From an optimization exercise on the open Yosys and OpenROAD flow, aimed at small area and a short achievable clock period; shortcuts taken in it are not production practice. Where RTL was checked, it was by simulation tests only, not by an equivalence proof against the original. Function not checked in runs 2 and 3: the RTL went through the layout flow alone. No activity file was given, so power comes from the tool's default toggle rates.

==> flow/design.v (outline; a module is shown in full before it is edited, if it fits) <==
// module register: 18 lines
// module delay: 26 lines
// module multiplexer: 12 lines
// module multiplier: 11 lines
// module adder: 12 lines
// module comparator: 10 lines
// module rectifier: 10 lines
// module distortion: 1494 lines
module distortion
#(
    parameter int WIDTH = 24
)
(
    input logic clk,
    input logic reset,
    input logic enable,
    input logic [WIDTH-1:0] in,
    input logic [WIDTH-1:0] gain,
    input logic [WIDTH-1:0] threshold,
    output logic [WIDTH-1:0] out
);
  // ...
==> flow/flow/run.sh <==
#!/bin/bash
# The standard layout (standard.sh) with two changes:
#  1. after the standard synthesis, flow/fixinv.py chooses the polarity of each
#     full-adder cell so that fewer inverters sit between adders (a full adder
#     is self-dual); registers and logic function are unchanged;
#  2. buffer_ports puts plain buf_1 cells on the ports instead of the default
#     clkdlybuf4s50_1 delay buffers (every port still gets its buffer).
# Each tool's output goes to a log file here; ORFS keeps each step's log under
# orfs/logs/.
set -euo pipefail
export BUFFER_PORTS_ARGS="-buffer_cell sky130_fd_sc_hd__buf_1"
R=orfs/results/${FLOW_PLATFORM:-sky130hd}/distortion/base
bash standard.sh synth > standard_synth.log 2>&1
cp $R/1_2_yosys.v $R/1_2_yosys.std.v
python3 flow/fixinv.py $R/1_2_yosys.std.v $R/1_2_yosys.v > fixinv.log 2>&1
rm -f $R/1_synth.odb $R/1_synth.sdc
bash standard.sh > standard.log 2>&1
==> flow/flow/fixinv.py <==
#!/usr/bin/env python3
"""Move inverters around full adders in a mapped sky130 netlist.

A full adder is self-dual: FA(~a, ~b, ~c) = (~sum, ~cout). Yosys's adder
extraction leaves many single inverters between adder cells. This script
chooses, for every fa_* cell, whether it works on inverted signals, so that
as few inverters as possible are needed, then rebuilds the netlist with one
inverter per signal that still needs an inverted copy. The logic function of
every output and register input is unchanged; no register is touched.

usage: fixinv.py IN.v OUT.v
"""
import re
import sys
from collections import defaultdict

OUT_PINS = {"X", "Y", "Q", "Q_N", "SUM", "COUT", "HI", "LO", "GCLK"}
INV_RE = re.compile(r"sky130_fd_sc_hd__(inv|clkinv)_\d+$")
FA_RE = re.compile(r"sky130_fd_sc_hd__fa_\d+$")

src = open(sys.argv[1]).read()
inst_re = re.compile(r"^(\s*)(sky130_fd_sc_hd__\w+)\s+(\S+)\s*\((.*?)\);\s*$", re.S | re.M)
pin_re = re.compile(r"\.(\w+)\(\s*(.*?)\s*\)(?=\s*,|\s*$)", re.S)

hdr = src[:src.index(");")]
ports = set()
for m in re.finditer(r"^\s*(input|output)\s+(\[\d+:\d+\]\s+)?(\S+);", src, re.M):
    name = m.group(3)
    if m.group(2):
        hi, lo = map(int, re.findall(r"\d+", m.group(2)))
        for i in range(min(hi, lo), max(hi, lo) + 1):
            ports.add(f"{name}[{i}]")
    ports.add(name)

insts = []   # [type, name, [(pin, net)]]
for m in inst_re.finditer(src):
    pins = [(p, n.strip()) for p, n in pin_re.findall(m.group(4))]
    insts.append([m.group(2), m.group(3), pins, m.start(), m.end()])

driver = {}
for k, (typ, name, pins, _, _) in enumerate(insts):
    for p, n in pins:
        if p in OUT_PINS:
            driver[n] = (k, p)


def is_handled_inv(k):
    typ, name, pins, _, _ = insts[k]
    if not INV_RE.search(typ):
        return False
    d = dict(pins)
    a, y = d.get("A"), d.get("Y")
    if a is None or y is None:
        return False
    if y in ports or a == "clk" or y == "clk":
        return False
    if a.startswith("1'") or a.startswith("\\1'"):
        return False
    return True


handled = {k for k in range(len(insts)) if is_handled_inv(k)}


def resolve(net):
    """Follow handled inverters back to the base signal: (base_net, parity)."""
    q = 0
    seen = 0
    while net in driver and driver[net][0] in handled:
        k = driver[net][0]
        net = dict(insts[k][2])["A"]
        q ^= 1
        seen += 1
        if seen > 1000:
            raise SystemExit("inverter loop")
    return net, q


# consumer pins of non-handled cells
cons = []    # (inst k, pin index, base net, parity)
for k, (typ, name, pins, _, _) in enumerate(insts):
    if k in handled:
        continue
    for j, (p, n) in enumerate(pins):
        if p in OUT_PINS:
            continue
        b, q = resolve(n)
        cons.append((k, j, b, q))

fa = [k for k in range(len(insts)) if FA_RE.search(insts[k][0])]
flip = defaultdict(int)
by_src = defaultdict(list)
for c in cons:
    by_src[c[2]].append(c)
fa_inputs = defaultdict(list)
for c in cons:
    if FA_RE.search(insts[c[0]][0]):
        fa_inputs[c[0]].append(c)
X2_RE = re.compile(r"sky130_fd_sc_hd__x(n?)or2_\d+$")
# xor2/xnor2 cells: the output polarity is free (swap xor2 <-> xnor2)
x2 = [k for k in range(len(insts)) if k not in handled and X2_RE.search(insts[k][0])]
fa_outnets = defaultdict(list)
for n, (k, p) in driver.items():
    if FA_RE.search(insts[k][0]) or X2_RE.search(insts[k][0]):
        fa_outnets[k].append(n)


def fmt(n):
    return n + " " if n.startswith("\\") else n


def avail(net):
    d = driver.get(net)
    if d and (FA_RE.search(insts[d[0]][0]) or X2_RE.search(insts[d[0]][0])):
        return flip[d[0]]
    return 0


ABS_RE = re.compile(r"sky130_fd_sc_hd__(ha|xor2|xnor2)_\d+$")


def need(c):
    k, j, b, q = c
    pk = flip[k] if FA_RE.search(insts[k][0]) else 0
    return q ^ pk ^ avail(b)


def src_cost(b):
    # half adders and xor cells absorb inversions (see below), so they do not count
    return 1 if any(need(c) and not ABS_RE.search(insts[c[0]][0]) for c in by_src[b]) else 0


def local_cost(k):
    nets = set(fa_outnets[k]) | {c[2] for c in fa_inputs[k]}
    return sum(src_cost(b) for b in nets)


before = sum(src_cost(b) for b in by_src)


def greedy():
    for _ in range(50):
        changed = False
        for k in fa + x2:
            c0 = local_cost(k)
            flip[k] ^= 1
            c1 = local_cost(k)
            if c1 < c0:
                changed = True
            else:
                flip[k] ^= 1
        if not changed:
            break


# greedy descent, then simulated annealing from the best state (fixed seed)
import random
import math
rng = random.Random(1)
greedy()
cur = sum(src_cost(b) for b in by_src)
best, best_flip = cur, dict(flip)
T = 2.0
for it in range(60000):
    k = (fa + x2)[rng.randrange(len(fa) + len(x2))]
    c0 = local_cost(k)
    flip[k] ^= 1
    c1 = local_cost(k)
    d = c1 - c0
    if d <= 0 or rng.random() < math.exp(-d / T):
        cur += d
        if cur < best:
            best, best_flip = cur, dict(flip)
    else:
        flip[k] ^= 1
    T = max(0.05, T * 0.9999)
flip.clear()
flip.update(best_flip)
greedy()
# Half adders and 2-input xor cells can absorb inverted inputs by changing
# cell: HA(~a, ~b) = (a ^ b, ~(a | b)), HA(~a, b) = (~(a ^ b), ~a & b),
# xor(~a, b) = xnor(a, b). Cells that take this get new types and connect
# straight to the signals.
absorbed = set()
retype = {}      # inst k -> list of replacement cells (type, name, [(pin, net)])
HA_RE = re.compile(r"sky130_fd_sc_hd__ha_\d+$")
pins_of = defaultdict(dict)
for c in cons:
    pins_of[c[0]][insts[c[0]][2][c[1]][0]] = c
for k, (typ, name, pins, _, _) in enumerate(insts):
    if k in handled:
        continue
    d = dict(pins)
    if HA_RE.search(typ):
        ca, cb = pins_of[k].get("A"), pins_of[k].get("B")
        if ca is None or cb is None:
            continue
        na, nb = need(ca), need(cb)
        if not (na or nb):
            continue
        a, b = ca[2], cb[2]
        s_net, c_net = d.get("SUM"), d.get("COUT")
        cells = []
        if na and nb:
            if s_net:
                cells.append(("sky130_fd_sc_hd__xor2_1", name + "_x", [("A", a), ("B", b), ("X", s_net)]))
            if c_net:
                cells.append(("sky130_fd_sc_hd__nor2_1", name + "_c", [("A", a), ("B", b), ("Y", c_net)]))
        else:
            inv_, keep = (a, b) if na else (b, a)
            if s_net:
                cells.append(("sky130_fd_sc_hd__xnor2_1", name + "_x", [("A", a), ("B", b), ("Y", s_net)]))
            if c_net:
                cells.append(("sky130_fd_sc_hd__nor2b_1", name + "_c", [("A", inv_), ("B_N", keep), ("Y", c_net)]))
        retype[k] = cells
        absorbed.add(ca)
        absorbed.add(cb)
    elif X2_RE.search(typ):
        ca, cb = pins_of[k].get("A"), pins_of[k].get("B")
        if ca is None or cb is None:
            continue
        na, nb = need(ca), need(cb)
        if not (na or nb or flip[k]):
            continue
        xnor = X2_RE.search(typ).group(1) == "n"
        if na ^ nb ^ flip[k]:
            xnor = not xnor
        onet = d.get("Y") if "Y" in d else d.get("X")
        if xnor:
            cells = [("sky130_fd_sc_hd__xnor2_1", name, [("A", ca[2]), ("B", cb[2]), ("Y", onet)])]
        else:
            cells = [("sky130_fd_sc_hd__xor2_1", name, [("A", ca[2]), ("B", cb[2]), ("X", onet)])]
        retype[k] = cells
        absorbed.add(ca)
        absorbed.add(cb)

need_plain = need


def need(c):
    return 0 if c in absorbed else need_plain(c)


def src_cost(b):
    return 1 if any(need(c) for c in by_src[b]) else 0


after = sum(src_cost(b) for b in by_src)
print(f"fixinv: {len(retype)} half adders / xor cells rewritten", file=sys.stderr)
print(f"fixinv: {len(handled)} inverters before, {after} after "
      f"(base signals needing an inverted copy: {before} -> {after}); "
      f"{sum(flip[k] for k in fa)} of {len(fa)} adders and {sum(flip[k] for k in x2)} of {len(x2)} xor cells flipped", file=sys.stderr)

# rebuild
newnet = {}
extra = []
cnt = 0
for b in sorted(by_src):
    if src_cost(b):
        cnt += 1
        nn = f"_fixinv_n{cnt}_"
        newnet[b] = nn
        extra.append((nn, f"  sky130_fd_sc_hd__inv_1 _fixinv_i{cnt}_ (\n    .A({fmt(b)}),\n    .Y({nn})\n  );\n"))
newpins = {}
for c in cons:
    k, j, b, q = c
    newpins[(k, j)] = newnet[b] if need(c) else b

out = []
pos = 0
for k, (typ, name, pins, s, e) in enumerate(insts):
    out.append(src[pos:s])
    pos = e
    if k in handled:
        continue
    if k in retype:
        blocks = []
        for t2, n2, p2 in retype[k]:
            blocks.append(f"  {t2} {fmt(n2)} (\n" + ",\n".join(f"    .{p}({fmt(n)})" for p, n in p2) + "\n  );")
        out.append("\n".join(blocks))
        continue
    lines = []
    for j, (p, n) in enumerate(pins):
        lines.append(f"    .{p}({fmt(newpins.get((k, j), n))})")
    out.append(f"  {typ} {name} (\n" + ",\n".join(lines) + "\n  );")
tail = src[pos:]
out.append(tail)
text = "".join(out)
decl = "".join(f"  wire {nn};\n" for nn, _ in extra)
cells = "".join(c for _, c in extra)
i = text.rindex("endmodule")
text = text[:i] + cells + text[i:]
j = text.index("  wire ")
text = text[:j] + decl + text[j:]
open(sys.argv[2], "w").write(text)
==> flow/standard.sh <==
#!/bin/bash
# synth_recipe.tcl (not shown) runs the flow's synth.tcl, then flattens the netlist and writes it again
# the make line also repeats each setting of config.mk as NAME=value (left out here)
make -C /OpenROAD-flow-scripts/flow DESIGN_CONFIG=/design/flow/config.mk WORK_HOME=/design/flow/orfs CLKGATE_MAP_FILE= SYNTH_SCRIPT=/design/flow/synth_recipe.tcl "${@:-finish}"
==> flow/config.mk <==
export PLATFORM = sky130hd
export DESIGN_NAME = distortion
export DESIGN_NICKNAME = distortion
export VERILOG_FILES = /design/flow/design.v
export SDC_FILE = /design/flow/constraint.sdc
export NUM_CORES = 4
export LEC_CHECK = 0
export CAP_MARGIN = 10
export CORE_MARGIN = 2
export CORE_UTILIZATION = 60
export CTS_BUF_LIST = sky130_fd_sc_hd__clkbuf_4 sky130_fd_sc_hd__clkbuf_8
export CTS_CLUSTER_SIZE = 20
export SETUP_SLACK_MARGIN = 4.2
export SLEW_MARGIN = 10
export TNS_END_PERCENT = 0
==> flow/constraint.sdc <==
create_clock -name core_clock -period 7.5 [get_ports {clk}]
set_input_delay 1.5000 -clock core_clock [delete_from_list [all_inputs] [get_ports {clk}]]
set_output_delay 1.5000 -clock core_clock [all_outputs]
set_load 0.01 [all_outputs]
==> flow_results.org, run 1 <==
** Run status
- The run finished with no timing, DRC or antenna violations.

** Setup path
- The worst register-to-register path has a depth of 7.
- Sequence of cells on the critical path :: buf_4, a22oi_1, xnor2_1, fa_1, fa_1, fa_1, fa_1
- Data on the critical path arrives at its endpoint at 3.66 ns.
- Counting both buffers and inverters, the worst setup path holds a total of 1.
- Data required, critical path :: 7.84 ns

** Detailed routing
- The routed design uses 26.3 mm of met2 wire.
- The first detailed-routing pass took 9 iterations.
- Dividing the detail-routed via count by the number of cells gives 6.31.
- Length of routed met3 wiring :: 7.08 mm
- Antenna-violating nets left :: 0
- After the first detailed-routing iteration, the DRC count stood at 1661.

** Final layout
- Share of cell area taken by multi-input logic gates :: 58.1%
- Largest class :: multi-input combinational cells
- Non-filler instance count after layout :: 2507
- Most common library cell in the layout ignoring fill and taps :: sky130_fd_sc_hd__xnor2_1
- Share of post-route cells with drive strength above 1 :: 11.4%
- Count of fill cells added during filler insertion :: 2689
- Largest register by flop count :: r2
- The library cells used most frequently in the layout, excluding fill and tap cells, are sky130_fd_sc_hd__xnor2_1 (277), sky130_fd_sc_hd__a22oi_1 (268), sky130_fd_sc_hd__fa_1 (237).
- Clock tree buffers and inverters occupy 3.49% of the routed design's cell area.
- Final core utilization :: 68.1%
- Buffer count excluding the clock tree in the final layout :: 211
- Antenna Cells :: 0

** STA
- Setup violations remaining at the end of the flow were counted as 0.
- Worst max-slew margin expressed relative to the limit :: 29.7%
- Worst hold-check slack :: 0.482 ns
- Setup repair after global routing could not meet its margin everywhere.

** Global routing
- Total global routing track utilization :: 32.5%
- Grt peak-use layer :: met2
- The initial antenna violation count is 0.

** Pwr
- Power density relative to cell area :: 465 nW/um^2
- Sequential power :: 0.00280 W
- Sequential power share :: 24.7%
- Net switching is 43.0% of the power.
- Combinational cells consume a total of 0.00730 W.

** Die
- In this run the count of I/O pins placed on the die edge is 99.
- The floorplan step set the die height to 195 um.
- The initial utilization of the core area, before any placement, comes to 61.2%.

** Placed design
- The number of placed instances, taps included, is 2365.
- Gp weighted congestion :: 0.875

** Hold path
- For hold timing, the worst endpoint is v1$_DFFE_PP0P_.
- Worst min-delay path class :: reg -> reg

** Job
- Max-cap check violation count :: 0
==> run 2, diff against run 1 <==
--- a/flow/design.v
+++ b/flow/design.v
@@ -1580,14 +1580,20 @@
     if (enable) begin
         x <= psum[43:20]; t <= threshold;
     end
 end
 wire        cmp_pos = x >= t;
 wire [25:0] neg_sum = {{2{x[23]}}, x} + {2'b00, t} + 26'h3FFFFFF;
 wire        cmp_neg = neg_sum[25];
 wire        cmp = x[23] ? cmp_neg : cmp_pos;
-wire [23:0] lvl = x[23] ? (~t + 24'd1) : t;
+wire [23:0] tor0 = {t[22:0], 1'b0};
+wire [23:0] tor1 = tor0 | {tor0[22:0], 1'b0};
+wire [23:0] tor2 = tor1 | {tor1[21:0], 2'b0};
+wire [23:0] tor3 = tor2 | {tor2[19:0], 4'b0};
+wire [23:0] tor4 = tor3 | {tor3[15:0], 8'b0};
+wire [23:0] tor5 = tor4 | {tor4[7:0], 16'b0};
+wire [23:0] lvl = t ^ ({24{x[23]}} & tor5);
 always_ff @(posedge clk or posedge reset) begin
     if (reset) out <= '0;
     else if (enable) out <= v3 ? (cmp ? lvl : x) : '0;
 end
 endmodule
==> flow/config.mk (replaced) <==
export PLATFORM = sky130hd
export DESIGN_NAME = distortion
export DESIGN_NICKNAME = distortion
export VERILOG_FILES = /design/flow/design.v
export SDC_FILE = /design/flow/constraint.sdc
export NUM_CORES = 4
export LEC_CHECK = 0
export CAP_MARGIN = 20
export CORE_MARGIN = 2
export CORE_UTILIZATION = 60
export CTS_BUF_LIST = sky130_fd_sc_hd__clkbuf_4 sky130_fd_sc_hd__clkbuf_8
export CTS_CLUSTER_SIZE = 20
export SETUP_SLACK_MARGIN = 4.4
export SLEW_MARGIN = 20
export TNS_END_PERCENT = 0
==> flow_results.org, run 2 <==
** Hold path
- Worst min-delay path class :: reg -> reg

** Final layout
- For this run, the post-layout net count is 2472.
- In the layout the commonest cells are sky130_fd_sc_hd__xnor2_1 (272), sky130_fd_sc_hd__a22oi_1 (252), sky130_fd_sc_hd__fa_1 (224).
- Largest register FFs :: 101
- Leaving out fill and tap cells, the most frequent cell in the layout is sky130_fd_sc_hd__xnor2_1.
- Share of post-route cells with drive strength above 1 :: 12.7% (+1.3 points)
- r2 holds more flip-flops than any other register.
- Antenna Cells :: 0 (unchanged)
- The area growth from synthesis to layout is 12.7%.

** Setup path
- Capturing element type of the critical path :: register
- Startpoint Class :: register
- The worst register-to-register path ends at r2[25]$_DFFE_PP_.
- Along the worst path, the maximum fanout reaches 12.
- The number of cells traversed by the worst register-to-register path came to 8 (+1).
- Arr. time, crit path :: 3.61 ns (-0.05 ns)
- The critical path in this run is classified as reg -> reg.
- The worst endpoint required time is 7.87 ns (+0.03 ns).
- The startpoint identified for the worst register-to-register timing path is b_two[0]$_DFFE_PP_.
- Tracing the worst setup path back leads to its startpoint at b_two[0]$_DFFE_PP_.
- Critical path capture point :: r2[25]$_DFFE_PP_
- Minimum setup slack among reg-to-reg paths :: 4.26 ns

** Logic synthesis
- A synthesized cell averages 11.0 um^2.
- Synthesis produced 2021 cells.
- Synth Net Count :: 2401
- The cell area that synthesis handed to floorplanning was 22300 um^2.
- For this run, the number of Yosys warnings is 1.

** Global routing
- Entering global routing, the biggest net connects 165 pins.
- The first global-routing pass estimated 98.6 mm of wire.
- The number of global-route vias before repair came to 17502.
- The initial antenna violation count came to 0 (unchanged).
- Remaining Overflow, GRT :: 0
- The global router's overall resource usage came to 33.5% (+0.95 points).

** STA
- Post-route fraction of the period consumed by the critical path :: 43.1%
- Max Clock Freq :: 309 MHz
- Number of slew-limit violations in the final report :: 0
- Minimum clock period after layout :: 3.24 ns
- Final TNS setup :: 0 ns
- Actual transition at the worst max-transition pin :: 0.976 ns
- Setup repair after global routing could not meet its margin everywhere.
- The setup violation total in the final timing report came to 0 (unchanged).
- Final Skew :: 0.0471 ns
- The tightest slew margin relative to the limit was 34.9% (+5.3 points).
- Once routing completed, OpenROAD measured the worst setup slack at 4.26 ns.
- The number of hold violations in the final report was 0.

** Detailed routing
- The first-pass iteration count of the detailed router was 6 (-3).
- Via count of the routed design :: 16909
- DRC :: 0
- Iteration-0 DRC Markers :: 1830 (+10%)
- Per-cell via count in the routed design :: 6.51 (+3.2%)
- Antenna-violating nets left :: 0 (unchanged)
- For this block, the routed nets add up to 64.3 mm of wire.
- Wire length per cell :: 24.8 um

** Pwr
- Power density relative to cell area :: 500 nW/um^2 (+7.4%)
- VDD sags by at most 259 uV.
- In this run the static leakage power is 9.43 nW.

** Die
- Placeable core region :: 36600 um^2
- The effective utilization at floorplan is 61.0% (-0.22 points).
- Row generation in the floorplan step produced 70 rows.
- The floorplan step defined a die boundary enclosing 38800 um^2.
- Die width :: 197 um
- The floorplan die height is 197 um (+1.0%).
- The number of top-level pins came to 99 (unchanged).

** CTS
- CTS Root Buffer Type :: sky130_fd_sc_hd__clkbuf_8
- Buffers inserted during clock tree synthesis total 45.
- The longest clock path from root to sink contains 3 buffers.
- TritonCTS sink count :: 237
- TritonCTS built the clock tree.
- The H-tree generated during clock tree synthesis spans 2 levels.
- After clock tree synthesis, the clock-pin slew on the worst setup and hold paths is 0.06 ns.
- At the later pin of the worst-skew pair, clock insertion delay measures 0.67 ns.

** Run status
- The flow ran to the end and the layout has no timing, DRC or antenna violations.

** Placed design
- At the placement stage, the worst setup path has a slack of 3.31 ns.
- Buffers on Ports :: 98
- Gp weighted congestion :: 0.899 (+2.8%)
- After legalization and detailed placement, the total HPWL measured 40.1 mm.

** Job
- Max-cap check violation count :: 0 (unchanged)
==> run 2: per-stage QoR <==
stage	util (%)	std cells	power, W	hold slack (ns)	area (um^2)
after floorplan	-	2021	0.00838	0.431	22500
after global placement	63.0	2466	0.0103	0.450	23100
after detailed placement	63.2	2468	0.0106	0.448	23100
after CTS	68.1	2594	0.0123	0.468	24900
after global routing	68.7	2597	0.0136	0.491	25200
final	68.7	2597	0.0126	0.468	25200
==> run 2: critical path, cell delays in order (launching register included) <==
cell and delay, ns:
sky130_fd_sc_hd__edfxtp_1 0.43, sky130_fd_sc_hd__buf_4 0.17, sky130_fd_sc_hd__bufbuf_16 0.28, sky130_fd_sc_hd__a22oi_1 0.17
sky130_fd_sc_hd__xor2_1 0.24, sky130_fd_sc_hd__xor2_1 0.23, sky130_fd_sc_hd__fa_1 0.45, sky130_fd_sc_hd__fa_1 0.47
sky130_fd_sc_hd__fa_1 0.51
==> run 2: area by class of cell <==
type	instances	area, um^2
Clock buffer	58	729
Clock inverter	26	221
Fill cell	2765	11500
Inverter	86	330
Multi-Input combinational cell	1517	14700
Sequential cell	237	6980
Tap cell	468	586
Timing Repair Buffer	205	1590
==> run 2: worst min path at each step <==
stage / from / endpoint / slack, ns / cells after the start
after global placement: v1$_DFFE_PP0P_ / v1$_DFFE_PP0P_ / 0.45 / 1
after global routing: v1$_DFFE_PP0P_ / v1$_DFFE_PP0P_ / 0.49 / 1
after CTS: v1$_DFFE_PP0P_ / v1$_DFFE_PP0P_ / 0.47 / 1
after floorplan: v1$_DFFE_PP0P_ / v1$_DFFE_PP0P_ / 0.43 / 1
final: v1$_DFFE_PP0P_ / v1$_DFFE_PP0P_ / 0.47 / 1
after detailed placement: v1$_DFFE_PP0P_ / v1$_DFFE_PP0P_ / 0.45 / 1
==> run 2: layer usage <==
metal / routed length [um] / GRT usage (%)
met1: 24400 / 43.1
met5: 0 / 0
met2: 29200 / 52.1
met3: 8150 / 11.3
met4: 2590 / 13.8
==> run 2: power breakdown <==
part           switching (W)  internal [W]  leakage (nW)
Combinational        0.00477       0.00365          6.55
Sequential          0.000305       0.00249          2.37
Clock               0.000605      0.000751         0.502
Total                0.00568       0.00690          9.43
==> run 2: repair_timing <==
item,CTS,global route
hold endpoints to repair,0,0
setup endpoints to repair,121,87
gates cloned,3,2
pin swaps,37,21
gates resized for setup,99,50
setup buffers,39,1
hold buffers,0,0
==> run 3, diff against run 2 <==
--- a/flow/flow/fixinv.py
+++ b/flow/flow/fixinv.py
@@ -126,8 +126,16 @@
 
 
 def src_cost(b):
-    # half adders and xor cells absorb inversions (see below), so they do not count
-    return 1 if any(need(c) and not ABS_RE.search(insts[c[0]][0]) for c in by_src[b]) else 0
+    # half adders and xor cells absorb inversions (see below), so they do not
+    # count. An inverter between two adders (on the adder-tree paths, which set
+    # the clock period) counts double.
+    w = 0
+    d = driver.get(b)
+    from_fa = bool(d and FA_RE.search(insts[d[0]][0]))
+    for c in by_src[b]:
+        if need(c) and not ABS_RE.search(insts[c[0]][0]):
+            w = max(w, 2 if (from_fa and FA_RE.search(insts[c[0]][0])) else 1)
+    return w
 
 
 def local_cost(k):
==> flow_results.org, run 3 <==
** Final layout
- Most common library cell in the layout ignoring fill and taps :: sky130_fd_sc_hd__xnor2_1
- The area of combinational cells with multiple inputs came to 14900 um^2 (+1.5%).
- Largest register FFs :: 101 (unchanged)
- The number of non-filler instances in the completed layout came to 2604 (+0.27%).
- Share of post-route cells with drive strength above 1 :: 14.9% (+2.1 points)
- In the layout the commonest cells are sky130_fd_sc_hd__xnor2_1 (272), sky130_fd_sc_hd__a22oi_1 (233), sky130_fd_sc_hd__edfxtp_1 (210).
- Counting flops per register, the top entry is r2.
- Count of fill cells added during filler insertion :: 2726 (-1.4%)
- Growth of design area from synthesis to finish :: 14.0%
- Register area :: 6980 um^2 (unchanged)
- Nets :: 2477 (+0.20%)

** Pwr
- The logic gate share of total power is 67.7% (+0.7 points).
- The cell-internal power was 0.00710 W (+2.9%).
- The proportion of power drawn by the clock network was 10.6% (-0.2 points).
- Peak VDD IR :: 257 uV (-0.75%)
- Power density relative to cell area :: 507 nW/um^2 (+1.4%)
- The reported leakage power is 9.48 nW (+0.53%).
- Fraction of power spent switching nets :: 45.0% (-0.15 points)
- Sequential power share :: 21.7% (-0.6 points)
- Post-layout power :: 0.0129 W (+2.6%)
- The switching power of the nets was 0.00581 W (+2.3%).

** Global routing
- The wire length of the first global-routing pass was 98.2 mm (-0.36%).
- The maximum number of pins on one net before global-route repair came to 179 (+8.5%).
- Remaining Overflow, GRT :: 0 (unchanged)
- Total global routing track utilization :: 33.3% (-0.15 points)
- Via count of the first global-routing pass :: 17298 (-1.2%)
- Antenna violations before repair :: 2 (+2)

** CTS
- The later-pin clock latency in the skew report was 0.63 ns (-0.04 ns).
- TritonCTS built the clock tree.
- Depth of the CTS H-tree :: 2 (unchanged)
- The hold buffer count at cts is 0 (unchanged).
- Post-CTS clock slew at the launch and capture registers of the worst setup and hold paths :: 0.07 ns (about the same)
- TritonCTS sink count :: 237 (unchanged)
- Clock tree synthesis selected as its root buffer the cell sky130_fd_sc_hd__clkbuf_8.
- CTS buffer count :: 45 (unchanged)
- The worst-case clock buffer depth was 3 (unchanged).

** STA
- Minimum clock period after layout :: 3.21 ns (-0.0234 ns)
- The actual transition at the worst max-transition pin was 1.10 ns (+0.126 ns).
- The number of hold violations in the final report is 0 (unchanged).
- Max Clock Freq :: 311 MHz (+0.73%)
- The period utilization is 42.8% (-0.31 points).
- The setup violation total in the final timing report came to 0 (unchanged).
- The post-route clock skew came to 0.0211 ns (-0.0259 ns).
- Final TNS setup :: 0 ns (unchanged)
- The max-slew violation total from the final report came to 0 (unchanged).
- Worst max-slew margin expressed relative to the limit :: 26.5% (-8.4 points)
- The smallest hold slack came to 0.477 ns (+0.00843 ns).
- RSZ-0062 raised after global routing :: true

** Job
- The number of maximum-capacitance constraint violations is 0 (unchanged).

** Placed design
- The final weighted congestion of routability-driven global placement was 0.909 (+1.1%).
- DP Cell Count :: 2468 (unchanged)
- Buffers on Ports :: 98 (unchanged)
- The half-perimeter wire length of the detailed placement result was 39.5 mm (-1.4%).

** Logic synthesis
- Syn Std Cell Area :: 22300 um^2 (about the same)
- Average size of a mapped cell :: 11.0 um^2 (about the same)
- The gate count after technology mapping came to 2024 (+0.15%).
- Number of warnings reported in the yosys synthesis log :: 1 (unchanged)
- The net count after synthesis was 2404 (+0.12%).

** Detailed routing
- Antenna-violating nets left :: 0 (unchanged)
- The via count came to 16855 (-0.32%).
- Final wirelength :: 63.4 mm (-1.4%)
- The routed wire length per instance is 24.4 um (-1.7%).
- Number of search-and-repair iterations in the first detailed-routing pass :: 7 (+1)
- The DRC violation count after routing is 0 (unchanged).
- The vias per cell came to 6.47 (-0.59%).
- Iteration-0 DRC Markers :: 1731 (-5.4%)

** Hold path
- Worst min-delay path class :: reg -> reg
- Hold Path Sink :: v1$_DFFE_PP0P_
- The startpoint identified for the worst hold timing path is v1$_DFFE_PP0P_.
- The depth of the worst hold-timing path came to 1 (unchanged).

** Setup path
- Reg2reg path depth :: 11 (+3)
- Minimum setup slack among reg-to-reg paths :: 4.29 ns (+0.02 ns)
- Data required, critical path :: 7.86 ns (about the same)
- The setup path with the least slack is of type reg -> reg.
- Critical path peak fanout :: 5 (-7)
- STA classifies the critical path endpoint as a register.
- The worst register-to-register path ends at x[10]$_DFFE_PP_.
- Arr. time, crit path :: 3.58 ns (-0.03 ns)
- The worst register-to-register path begins at r2[28]$_DFFE_PP_.
- The worst setup path is launched from a register.

** Run status
- The run finished with no timing, DRC or antenna violations.

** Die
- The area of the core region is 36600 um^2 (unchanged).
- The floorplan die height is 197 um (about the same).
- The number of top-level pins came to 99 (unchanged).
- The number of placement rows came to 70 (unchanged).
- The total die area was 38800 um^2 (about the same).
- Initial Utilization :: 61.0% (about the same)
- Die width :: 197 um (about the same)
==> run 3: power groups by stage <==
stage / Sequential (W) / Clock (W) / Combinational, W
final: 0.00281 / 0.00137 / 0.00873
after detailed placement: 0.00285 / 0 / 0.00780
after CTS: 0.00281 / 0.00140 / 0.00831
after floorplan: 0.00277 / 0 / 0.00562
after global placement: 0.00284 / 0 / 0.00753
after global routing: 0.00286 / 0.00145 / 0.00971
==> run 3: area by class of cell <==
| cell class | count | area share [%] |
|---|---|---|
| repair buffers | 207 | 6.59 |
| multi-input cells | 1517 | 58.6 |
| well taps | 468 | 2.30 |
| clock buffers | 56 | 2.76 |
| flip-flops and latches | 237 | 27.4 |
| clock inverters | 27 | 0.948 |
| diodes | 3 | 0.0295 |
| inverters | 89 | 1.34 |
==> run 3: worst max path at each step <==
stage                             to          startpoint  slack (ns)  depth (start not counted)
floorplan           r2[46]$_DFFE_PP_  b_one[9]$_DFFE_PP_        4.36                          8
global placement    r2[70]$_DFFE_PP_  b_neg[4]$_DFFE_PP_        3.45                          6
detailed placement  r2[70]$_DFFE_PP_  b_neg[4]$_DFFE_PP_        3.38                          6
CTS                 r2[40]$_DFFE_PP_  b_one[0]$_DFFE_PP_        4.33                          9
global route        r2[18]$_DFFE_PP_  b_two[4]$_DFFE_PP_        4.21                          7
finish               x[10]$_DFFE_PP_    r2[28]$_DFFE_PP_        4.29                         11
==> run 3: through the flow <==
stage | instance area (um^2) | util (%) | setup slack, ns
finish | 25500 | 69.5 | 4.29
CTS | 25000 | 68.4 | 4.33
global placement | 23100 | 63.0 | 3.45
floorplan | 22500 | - | 4.36
detailed placement | 23100 | 63.0 | 3.38
global route | 25500 | 69.5 | 4.21
==> run 3: critical path, stage by stage, from the launching register on <==
cell                       delay, ns
sky130_fd_sc_hd__edfxtp_1       0.49
sky130_fd_sc_hd__fa_1           0.46
sky130_fd_sc_hd__ha_2           0.40
sky130_fd_sc_hd__nand4_1        0.13
sky130_fd_sc_hd__a21oi_2        0.24
sky130_fd_sc_hd__o311ai_2       0.22
sky130_fd_sc_hd__a211oi_2       0.27
sky130_fd_sc_hd__buf_4          0.18
sky130_fd_sc_hd__a21oi_1        0.10
sky130_fd_sc_hd__o21bai_1       0.20
sky130_fd_sc_hd__a21oi_1        0.11
sky130_fd_sc_hd__xnor2_1        0.14
==> run 3: repair_timing <==
| item | CTS | global route |
|---|---|---|
| setup endpoints to repair | 116 | 87 |
| gates resized for setup | 144 | 71 |
| cloned | 7 | 0 |
| pin swaps | 49 | 44 |
| buffers inserted | 34 | 9 |
==> run 3: per-layer routing <==
metal	track usage (%)	share of wire, %
met2	51.0	44
met5	0	0.017
met1	44.3	40
met4	12.4	3.9
met3	11.3	12

-- re-timing with driven ports --
The flow's constraints put no driver on any port. The routed layouts listed below were extracted and timed again, unchanged, in two steps. Step 1 (the two cells are an assumption about what drives the block):
set clk [get_ports {clk}]
set_driving_cell -lib_cell sky130_fd_sc_hd__clkbuf_16 $clk
set_driving_cell -lib_cell sky130_fd_sc_hd__buf_2 [delete_from_list [all_inputs] $clk]
Step 2 also shifts input and output timing later by t, the mid clock arrival at the registers, as if the neighbouring blocks saw the same clock. Three values: ideal ports, drivers, drivers and shift; two values: the first two.
run | t (ns) | slack for setup (ns) | worst setup path after step 2 | slew at the worst register clock pin (ns) | pins driven straight from the clock port
run 1 | 0.639 | 4.183 / 4.183 / 4.183 | register to register | 0.07 / 0.07 | 1
run 2 | 0.697 | 4.264 / 4.264 / 4.264 | register to register | 0.07 / 0.07 | 1
run 3 | 0.673 | 4.287 / 4.287 / 3.856 | input to register | 0.08 / 0.08 | 1
After both steps setup and hold are still met in every run listed. The setup slack of run 3, which loses most, moves by 0.000 ns with the drivers and by -0.431 ns with both steps.
